From an optimization exercise on the open Yosys and OpenROAD flow, aimed at small area, a short achievable clock period and few clock cycles; shortcuts taken in it are not production practice. At most, simulation tests tie the RTL to the original design; equivalence was not proved. Power figures rest on the tool's default switching activity, not on a simulated workload.

Design rs_cudu_v2, start of the top module:
module rs_cudu_v2(
	input clock, reset,
	input sqrt_start, input [19:0] data_in,
	output sqrt_done, output [9:0] data_out
);
Size: ~180 cells after synthesis.
==> module nr_step, before the edit <==
module nr_step(
	input [9:0] r, input [9:0] q, input [1:0] p,
	output [9:0] r_n, output [9:0] q_n
);
wire [9:0] a = r;
wire [9:0] b = {q[0], q[8:1] ^ {8{q[0]}}, 1'b0};
wire ci = |p;
wire [10:0] s = {a, ci} + {b, ci};	 
wire [9:0] hi = s[10:1];
assign r_n = {hi[7:0], p - 2'd1};
assign q_n = {q[8:0], ~hi[9]};
endmodule
==> module rs_cudu_v2, before the edit <==
module rs_cudu_v2(
	input clock, reset,
	input sqrt_start, input [19:0] data_in,
	output sqrt_done, output [9:0] data_out
);
reg [2:0] cnt;		 
reg [9:0] q;		 
reg [9:0] r;		 
reg [1:0] pr;		 
reg done;
assign sqrt_done = done;
assign data_out = q;
function [12:0] seed;
	input [5:0] d;
	case (d)
		6'd0: seed = {3'd0, 10'd1023};
		6'd1: seed = {3'd1, 10'd0};
		6'd2: seed = {3'd1, 10'd1};
		6'd3: seed = {3'd1, 10'd2};
		6'd4: seed = {3'd2, 10'd1019};
		6'd5: seed = {3'd2, 10'd1020};
		6'd6: seed = {3'd2, 10'd1021};
		6'd7: seed = {3'd2, 10'd1022};
		6'd8: seed = {3'd2, 10'd1023};
		6'd9: seed = {3'd3, 10'd0};
		6'd10: seed = {3'd3, 10'd1};
		6'd11: seed = {3'd3, 10'd2};
		6'd12: seed = {3'd3, 10'd3};
		6'd13: seed = {3'd3, 10'd4};
		6'd14: seed = {3'd3, 10'd5};
		6'd15: seed = {3'd3, 10'd6};
		6'd16: seed = {3'd4, 10'd1015};
		6'd17: seed = {3'd4, 10'd1016};
		6'd18: seed = {3'd4, 10'd1017};
		6'd19: seed = {3'd4, 10'd1018};
		6'd20: seed = {3'd4, 10'd1019};
		6'd21: seed = {3'd4, 10'd1020};
		6'd22: seed = {3'd4, 10'd1021};
		6'd23: seed = {3'd4, 10'd1022};
		6'd24: seed = {3'd4, 10'd1023};
		6'd25: seed = {3'd5, 10'd0};
		6'd26: seed = {3'd5, 10'd1};
		6'd27: seed = {3'd5, 10'd2};
		6'd28: seed = {3'd5, 10'd3};
		6'd29: seed = {3'd5, 10'd4};
		6'd30: seed = {3'd5, 10'd5};
		6'd31: seed = {3'd5, 10'd6};
		6'd32: seed = {3'd5, 10'd7};
		6'd33: seed = {3'd5, 10'd8};
		6'd34: seed = {3'd5, 10'd9};
		6'd35: seed = {3'd5, 10'd10};
		6'd36: seed = {3'd6, 10'd1011};
		6'd37: seed = {3'd6, 10'd1012};
		6'd38: seed = {3'd6, 10'd1013};
		6'd39: seed = {3'd6, 10'd1014};
		6'd40: seed = {3'd6, 10'd1015};
		6'd41: seed = {3'd6, 10'd1016};
		6'd42: seed = {3'd6, 10'd1017};
		6'd43: seed = {3'd6, 10'd1018};
		6'd44: seed = {3'd6, 10'd1019};
		6'd45: seed = {3'd6, 10'd1020};
		6'd46: seed = {3'd6, 10'd1021};
		6'd47: seed = {3'd6, 10'd1022};
		6'd48: seed = {3'd6, 10'd1023};
		6'd49: seed = {3'd7, 10'd0};
		6'd50: seed = {3'd7, 10'd1};
		6'd51: seed = {3'd7, 10'd2};
		6'd52: seed = {3'd7, 10'd3};
		6'd53: seed = {3'd7, 10'd4};
		6'd54: seed = {3'd7, 10'd5};
		6'd55: seed = {3'd7, 10'd6};
		6'd56: seed = {3'd7, 10'd7};
		6'd57: seed = {3'd7, 10'd8};
		6'd58: seed = {3'd7, 10'd9};
		6'd59: seed = {3'd7, 10'd10};
		6'd60: seed = {3'd7, 10'd11};
		6'd61: seed = {3'd7, 10'd12};
		6'd62: seed = {3'd7, 10'd13};
		6'd63: seed = {3'd7, 10'd14};
	endcase
endfunction
wire [2:0] q0;
wire [9:0] r0;
assign {q0, r0} = seed(data_in[19:14]);
wire [9:0] r_n, q_n;
nr_step s0 (.r(r), .q(q), .p(pr), .r_n(r_n), .q_n(q_n));
always @(posedge clock, posedge reset)
	if (reset) cnt <= 3'd0;
	else if (sqrt_start) cnt <= 3'd1;
	else if (cnt == 3'd7) cnt <= 3'd0;
	else if (cnt != 3'd0) cnt <= cnt + 3'd1;
always @(posedge clock, posedge reset)
	if (reset) done <= 1'b0;
	else done <= (cnt == 3'd6);
always @(posedge clock) begin
	if (sqrt_start) begin
		q <= {7'd0, q0};
		r <= r0;
	end else begin
		if (cnt != 3'd0) q <= q_n;
		r <= r_n;
	end
	case (cnt)
		3'd0: pr <= data_in[13:12];
		3'd1: pr <= data_in[11:10];
		3'd2: pr <= data_in[9:8];
		3'd3: pr <= data_in[7:6];
		3'd4: pr <= data_in[5:4];
		3'd5: pr <= data_in[3:2];
		default: pr <= data_in[1:0];
	endcase
end
endmodule
==> flow/config.mk <==
export PLATFORM = sky130hd
export DESIGN_NAME = rs_cudu_v2
export DESIGN_NICKNAME = rs_cudu_v2
export VERILOG_FILES = /design/flow/design.v
export SDC_FILE = /design/flow/constraint.sdc
export NUM_CORES = 4
export LEC_CHECK = 0
export CAP_MARGIN = 20
export CORE_MARGIN = 2
export CORE_UTILIZATION = 40
export SETUP_SLACK_MARGIN = 2.8
export SLEW_MARGIN = 20
==> flow/constraint.sdc <==
create_clock -name core_clock -period 5.0 [get_ports {clock}]
set_input_delay 1.0000 -clock core_clock [delete_from_list [all_inputs] [get_ports {clock}]]
set_output_delay 1.0000 -clock core_clock [all_outputs]
set_load 0.01 [all_outputs]
standard.sh (not shown) runs the stock make flow with config.mk's settings and CLKGATE_MAP_FILE= SYNTH_SCRIPT=/design/flow/synth_recipe.tcl, a recipe that flattens the netlist after the stock synthesis.
==> flow/flow/run.sh <==
#!/bin/bash
# The standard layout, with plain buf_1 cells as the port buffers.
set -euo pipefail
export BUFFER_PORTS_ARGS="-buffer_cell sky130_fd_sc_hd__buf_1"
bash standard.sh > make_finish.log 2>&1
The baseline ran to the end with no violations.
Then changed:
--- a/flow/design.v
+++ b/flow/design.v
@@ -1,14 +1,2 @@
-module nr_step(
-	input [9:0] r, input [9:0] q, input [1:0] p,
-	output [9:0] r_n, output [9:0] q_n
-);
-wire [9:0] a = r;
-wire [9:0] b = {q[0], q[8:1] ^ {8{q[0]}}, 1'b0};
-wire ci = |p;
-wire [10:0] s = {a, ci} + {b, ci};	 
-wire [9:0] hi = s[10:1];
-assign r_n = {hi[7:0], p - 2'd1};
-assign q_n = {q[8:0], ~hi[9]};
-endmodule
 module rs_cudu_v2(
 	input clock, reset,
@@ -20,4 +8,5 @@
 reg [9:0] r;		 
 reg [1:0] pr;		 
+reg neg;		 
 reg done;
 assign sqrt_done = done;
@@ -95,6 +84,19 @@
 wire [9:0] r0;
 assign {q0, r0} = seed(data_in[19:14]);
-wire [9:0] r_n, q_n;
-nr_step s0 (.r(r), .q(q), .p(pr), .r_n(r_n), .q_n(q_n));
+wire [9:0] b = {~neg, q[8:1] ^ {8{~neg}}, 1'b0};
+wire ci = |pr;
+wire [9:0] h = r ^ b;
+wire [9:0] g0 = (r & b) | {9'd0, h[0] & ci};
+wire [9:0] p0 = h;
+wire [9:0] g1 = g0 | (p0 & {g0[8:0], 1'b0});
+wire [9:0] p1 = p0 & {p0[8:0], 1'b0};
+wire [9:0] g2 = g1 | (p1 & {g1[7:0], 2'b0});
+wire [9:0] p2 = p1 & {p1[7:0], 2'b0};
+wire [9:0] g3 = g2 | (p2 & {g2[5:0], 4'b0});
+wire [9:0] p3 = p2 & {p2[5:0], 4'b0};
+wire [9:0] g4 = g3 | (p3 & {g3[1:0], 8'b0});
+wire [9:0] hi = h ^ {g4[8:0], ci};
+wire [9:0] r_n = {hi[7:0], pr - 2'd1};
+wire [9:0] q_n = {q[8:0], ~hi[9]};
 always @(posedge clock, posedge reset)
 	if (reset) cnt <= 3'd0;
@@ -109,7 +111,9 @@
 		q <= {7'd0, q0};
 		r <= r0;
+		neg <= ~q0[0];
 	end else begin
 		if (cnt != 3'd0) q <= q_n;
 		r <= r_n;
+		neg <= ~q_n[0];
 	end
 	case (cnt)
After rerunning: Worst setup slack is better by 0.060 ns. Hold slack stays flat. Cell count is higher by 6.3%. Die area is higher by 9.7%. Final area is higher by 4.1%. Global-route usage is lower by 1.2 points. Combinational power is lower by 5.5%. Via count is higher by 8.1%.
No run of this note included a check of the RTL's function; only the layout flow was run.

Another version of the RTL of rs_cudu_v2 (not shown whole).
Size: about 34 I/O pins.
==> module pair_mux, before the edit <==
module pair_mux(input [3:0] js, input [19:0] d, output [1:0] pr);
assign pr =
	({2{~js[3] & ~js[0]}} & d[13:12]) |	 
	({2{ js[3] & ~js[2]}} & d[11:10]) |	 
	({2{ js[2] & ~js[1]}} & d[9:8]) |	 
	({2{ js[1] & ~js[0]}} & d[7:6]) |	 
	({2{ js[3] &  js[0]}} & d[5:4]) |	 
	({2{~js[3] &  js[2]}} & d[3:2]) |	 
	({2{~js[2] &  js[1]}} & d[1:0]);	 
endmodule
==> module nr_step, before the edit <==
module nr_step(
	input [9:0] r, input [9:0] q, input [1:0] p, input neg,
	output [9:0] r_n, output [9:0] q_n
);
wire [9:0] a = r;
wire [9:0] b = {~neg, q[8:1] ^ {8{~neg}}, 1'b0};
wire ci = |p;
wire [9:0] h = a ^ b;
wire [9:0] g0 = (a & b) | {9'd0, h[0] & ci};
wire [9:0] p0 = h;
wire [9:0] g1 = g0 | (p0 & {g0[8:0], 1'b0});
wire [9:0] p1 = p0 & {p0[8:0], 1'b0};
wire [9:0] g2 = g1 | (p1 & {g1[7:0], 2'b0});
wire [9:0] p2 = p1 & {p1[7:0], 2'b0};
wire [9:0] g3 = g2 | (p2 & {g2[5:0], 4'b0});
wire [9:0] p3 = p2 & {p2[5:0], 4'b0};
wire [9:0] g4 = g3 | (p3 & {g3[1:0], 8'b0});
wire [9:0] hi = h ^ {g4[8:0], ci};
assign r_n = {hi[7:0], p - 2'd1};
assign q_n = {q[8:0], ~hi[9]};
endmodule
==> module rs_cudu_v2, before the edit <==
module rs_cudu_v2(
	input clock, reset,
	input sqrt_start, input [19:0] data_in,
	output sqrt_done, output [9:0] data_out
);
reg [3:0] js;		 
reg [9:0] q;		 
reg [9:0] r;		 
reg [1:0] pr;		 
reg neg;		 
assign sqrt_done = js[0] & ~js[1];	 
assign data_out = q;
wire [2:0] q0;
wire [9:0] r0;
seed_lut u_seed (.d(data_in[19:14]), .q0(q0), .r0(r0));
wire [9:0] rc [0:1];
wire [9:0] qc [0:1];
assign rc[0] = r;
assign qc[0] = q;
nr_step s0 (.r(rc[0]), .q(qc[0]), .p(pr[1:0]), .neg(neg), .r_n(rc[1]), .q_n(qc[1]));
wire [9:0] r_n = rc[1];
wire [9:0] q_n = qc[1];
always @(posedge clock, posedge reset)
	if (reset) js <= 4'd0;
	else js <= {~js[0] & (sqrt_start | js[3]), js[3:1]};
wire [1:0] pr_n;
pair_mux u_pair (.js(js), .d(data_in), .pr(pr_n));
always @(posedge clock) begin
	if (sqrt_start) begin
		q <= {7'd0, q0};
		r <= r0;
		neg <= ~q0[0];
	end else begin
		if (js[3] | js[0]) q <= q_n;	 
		r <= r_n;
		neg <= ~q_n[0];
	end
	pr <= pr_n;
end
endmodule
Settings: LEC_CHECK=0, CAP_MARGIN=20, CORE_MARGIN=2, CORE_UTILIZATION=40, SETUP_SLACK_MARGIN=2.8, SLEW_MARGIN=20; clock period 5.0 ns.
Scripts as last shown in full above: flow/flow/run.sh
The baseline produced a clean layout.
Testbench counts at the start, summed over its fixed seeds: cycles 32,008.
Then changed:
--- a/flow/design.v
+++ b/flow/design.v
@@ -69,25 +69,33 @@
 	endcase
 endfunction
 assign {q0, r0} = seed(d);
 endmodule
-module pair_mux(input [3:0] js, input [19:0] d, output [1:0] pr);
-assign pr =
-	({2{~js[3] & ~js[0]}} & d[13:12]) |	 
-	({2{ js[3] & ~js[2]}} & d[11:10]) |	 
-	({2{ js[2] & ~js[1]}} & d[9:8]) |	 
-	({2{ js[1] & ~js[0]}} & d[7:6]) |	 
-	({2{ js[3] &  js[0]}} & d[5:4]) |	 
-	({2{~js[3] &  js[2]}} & d[3:2]) |	 
-	({2{~js[2] &  js[1]}} & d[1:0]);	 
+module pair_mux(input [2:0] cnt, input [19:0] d, output reg [1:0] pr);
+always @(*)
+	case (cnt)
+		3'd0: pr = d[13:12];
+		3'd1: pr = d[11:10];
+		3'd2: pr = d[9:8];
+		3'd3: pr = d[7:6];
+		3'd4: pr = d[5:4];
+		3'd5: pr = d[3:2];
+		default: pr = d[1:0];
+	endcase
 endmodule
 module nr_step(
 	input [9:0] r, input [9:0] q, input [1:0] p, input neg,
 	output [9:0] r_n, output [9:0] q_n
 );
 wire [9:0] a = r;
 wire [9:0] b = {~neg, q[8:1] ^ {8{~neg}}, 1'b0};
 wire ci = |p;
+wire [9:0] hi;
+ks_add10 u_add (.a(a), .b(b), .ci(ci), .s(hi));
+assign r_n = {hi[7:0], p - 2'd1};
+assign q_n = {q[8:0], ~hi[9]};
+endmodule
+module ks_add10(input [9:0] a, input [9:0] b, input ci, output [9:0] s);
 wire [9:0] h = a ^ b;
 wire [9:0] g0 = (a & b) | {9'd0, h[0] & ci};
 wire [9:0] p0 = h;
 wire [9:0] g1 = g0 | (p0 & {g0[8:0], 1'b0});
@@ -96,23 +104,22 @@
 wire [9:0] p2 = p1 & {p1[7:0], 2'b0};
 wire [9:0] g3 = g2 | (p2 & {g2[5:0], 4'b0});
 wire [9:0] p3 = p2 & {p2[5:0], 4'b0};
 wire [9:0] g4 = g3 | (p3 & {g3[1:0], 8'b0});
-wire [9:0] hi = h ^ {g4[8:0], ci};
-assign r_n = {hi[7:0], p - 2'd1};
-assign q_n = {q[8:0], ~hi[9]};
+assign s = h ^ {g4[8:0], ci};
 endmodule
 module rs_cudu_v2(
 	input clock, reset,
 	input sqrt_start, input [19:0] data_in,
 	output sqrt_done, output [9:0] data_out
 );
-reg [3:0] js;		 
+reg [2:0] cnt;		 
 reg [9:0] q;		 
 reg [9:0] r;		 
 reg [1:0] pr;		 
 reg neg;		 
-assign sqrt_done = js[0] & ~js[1];	 
+reg done;
+assign sqrt_done = done;
 assign data_out = q;
 wire [2:0] q0;
 wire [9:0] r0;
 seed_lut u_seed (.d(data_in[19:14]), .q0(q0), .r0(r0));
@@ -123,19 +130,23 @@
 nr_step s0 (.r(rc[0]), .q(qc[0]), .p(pr[1:0]), .neg(neg), .r_n(rc[1]), .q_n(qc[1]));
 wire [9:0] r_n = rc[1];
 wire [9:0] q_n = qc[1];
 always @(posedge clock, posedge reset)
-	if (reset) js <= 4'd0;
-	else js <= {~js[0] & (sqrt_start | js[3]), js[3:1]};
+	if (reset) cnt <= 3'd0;
+	else if (sqrt_start) cnt <= 3'd1;
+	else if (cnt != 3'd0) cnt <= cnt + 3'd1;
+always @(posedge clock, posedge reset)
+	if (reset) done <= 1'b0;
+	else done <= (cnt == 3'd6);
 wire [1:0] pr_n;
-pair_mux u_pair (.js(js), .d(data_in), .pr(pr_n));
+pair_mux u_pair (.cnt(cnt), .d(data_in), .pr(pr_n));
 always @(posedge clock) begin
 	if (sqrt_start) begin
 		q <= {7'd0, q0};
 		r <= r0;
 		neg <= ~q0[0];
 	end else begin
-		if (js[3] | js[0]) q <= q_n;	 
+		if (cnt != 3'd0) q <= q_n;
 		r <= r_n;
 		neg <= ~q_n[0];
 	end
 	pr <= pr_n;
Die area increases by 6.8%.
Setup slack degrades by 52 ps.
Sequential share of layout area decreases by 2.6 points.
Fmax decreases by 2.3%.
Total power increases by 16%.
Wire length decreases by 1.9%.
Hold slack degrades by 7.7 ps.
Global-route usage decreases by 0.56 points.
Final area increases by 8.2%.
Clock-buffer cell count stays the same.
Non-clock buffer count increases by 1.
Core utilization decreases by 0.11 points.
Function not checked in the second run of this note: the RTL went through the layout flow alone.

==> re-timing with driven ports <==
No port has a modelled driver above. Below, the same layouts with a new extraction and two added sets of constraints. Step 1, drivers: a clkbuf_16 drives clock and a buf_2 each remaining input, both assumed. Step 2 also shifts input and output timing later by t, the mid clock arrival at the registers, as if the neighbouring blocks saw the same clock. Slacks: ideal ports / drivers / drivers and shift; pairs: ideal ports / drivers.
| run | shift t [ns] | setup slack, ns | cell pins on the clock port's net |
|---|---|---|---|
| the first run of note 1 | 0.290 | 2.813 / 2.813 / 2.600 | 1 |
| the second run of note 1 | 0.295 | 2.874 / 2.877 / 2.582 | 1 |
| the first run of note 2 | 0.302 | 2.837 / 2.837 / 2.610 | 1 |
| the second run of note 2 | 0.296 | 2.785 / 2.785 / 2.497 | 1 |
After both steps every run listed still meets setup and hold. The setup slack of the second run of note 1, which loses most, moves by +0.003 ns with the drivers and by -0.292 ns with both steps.
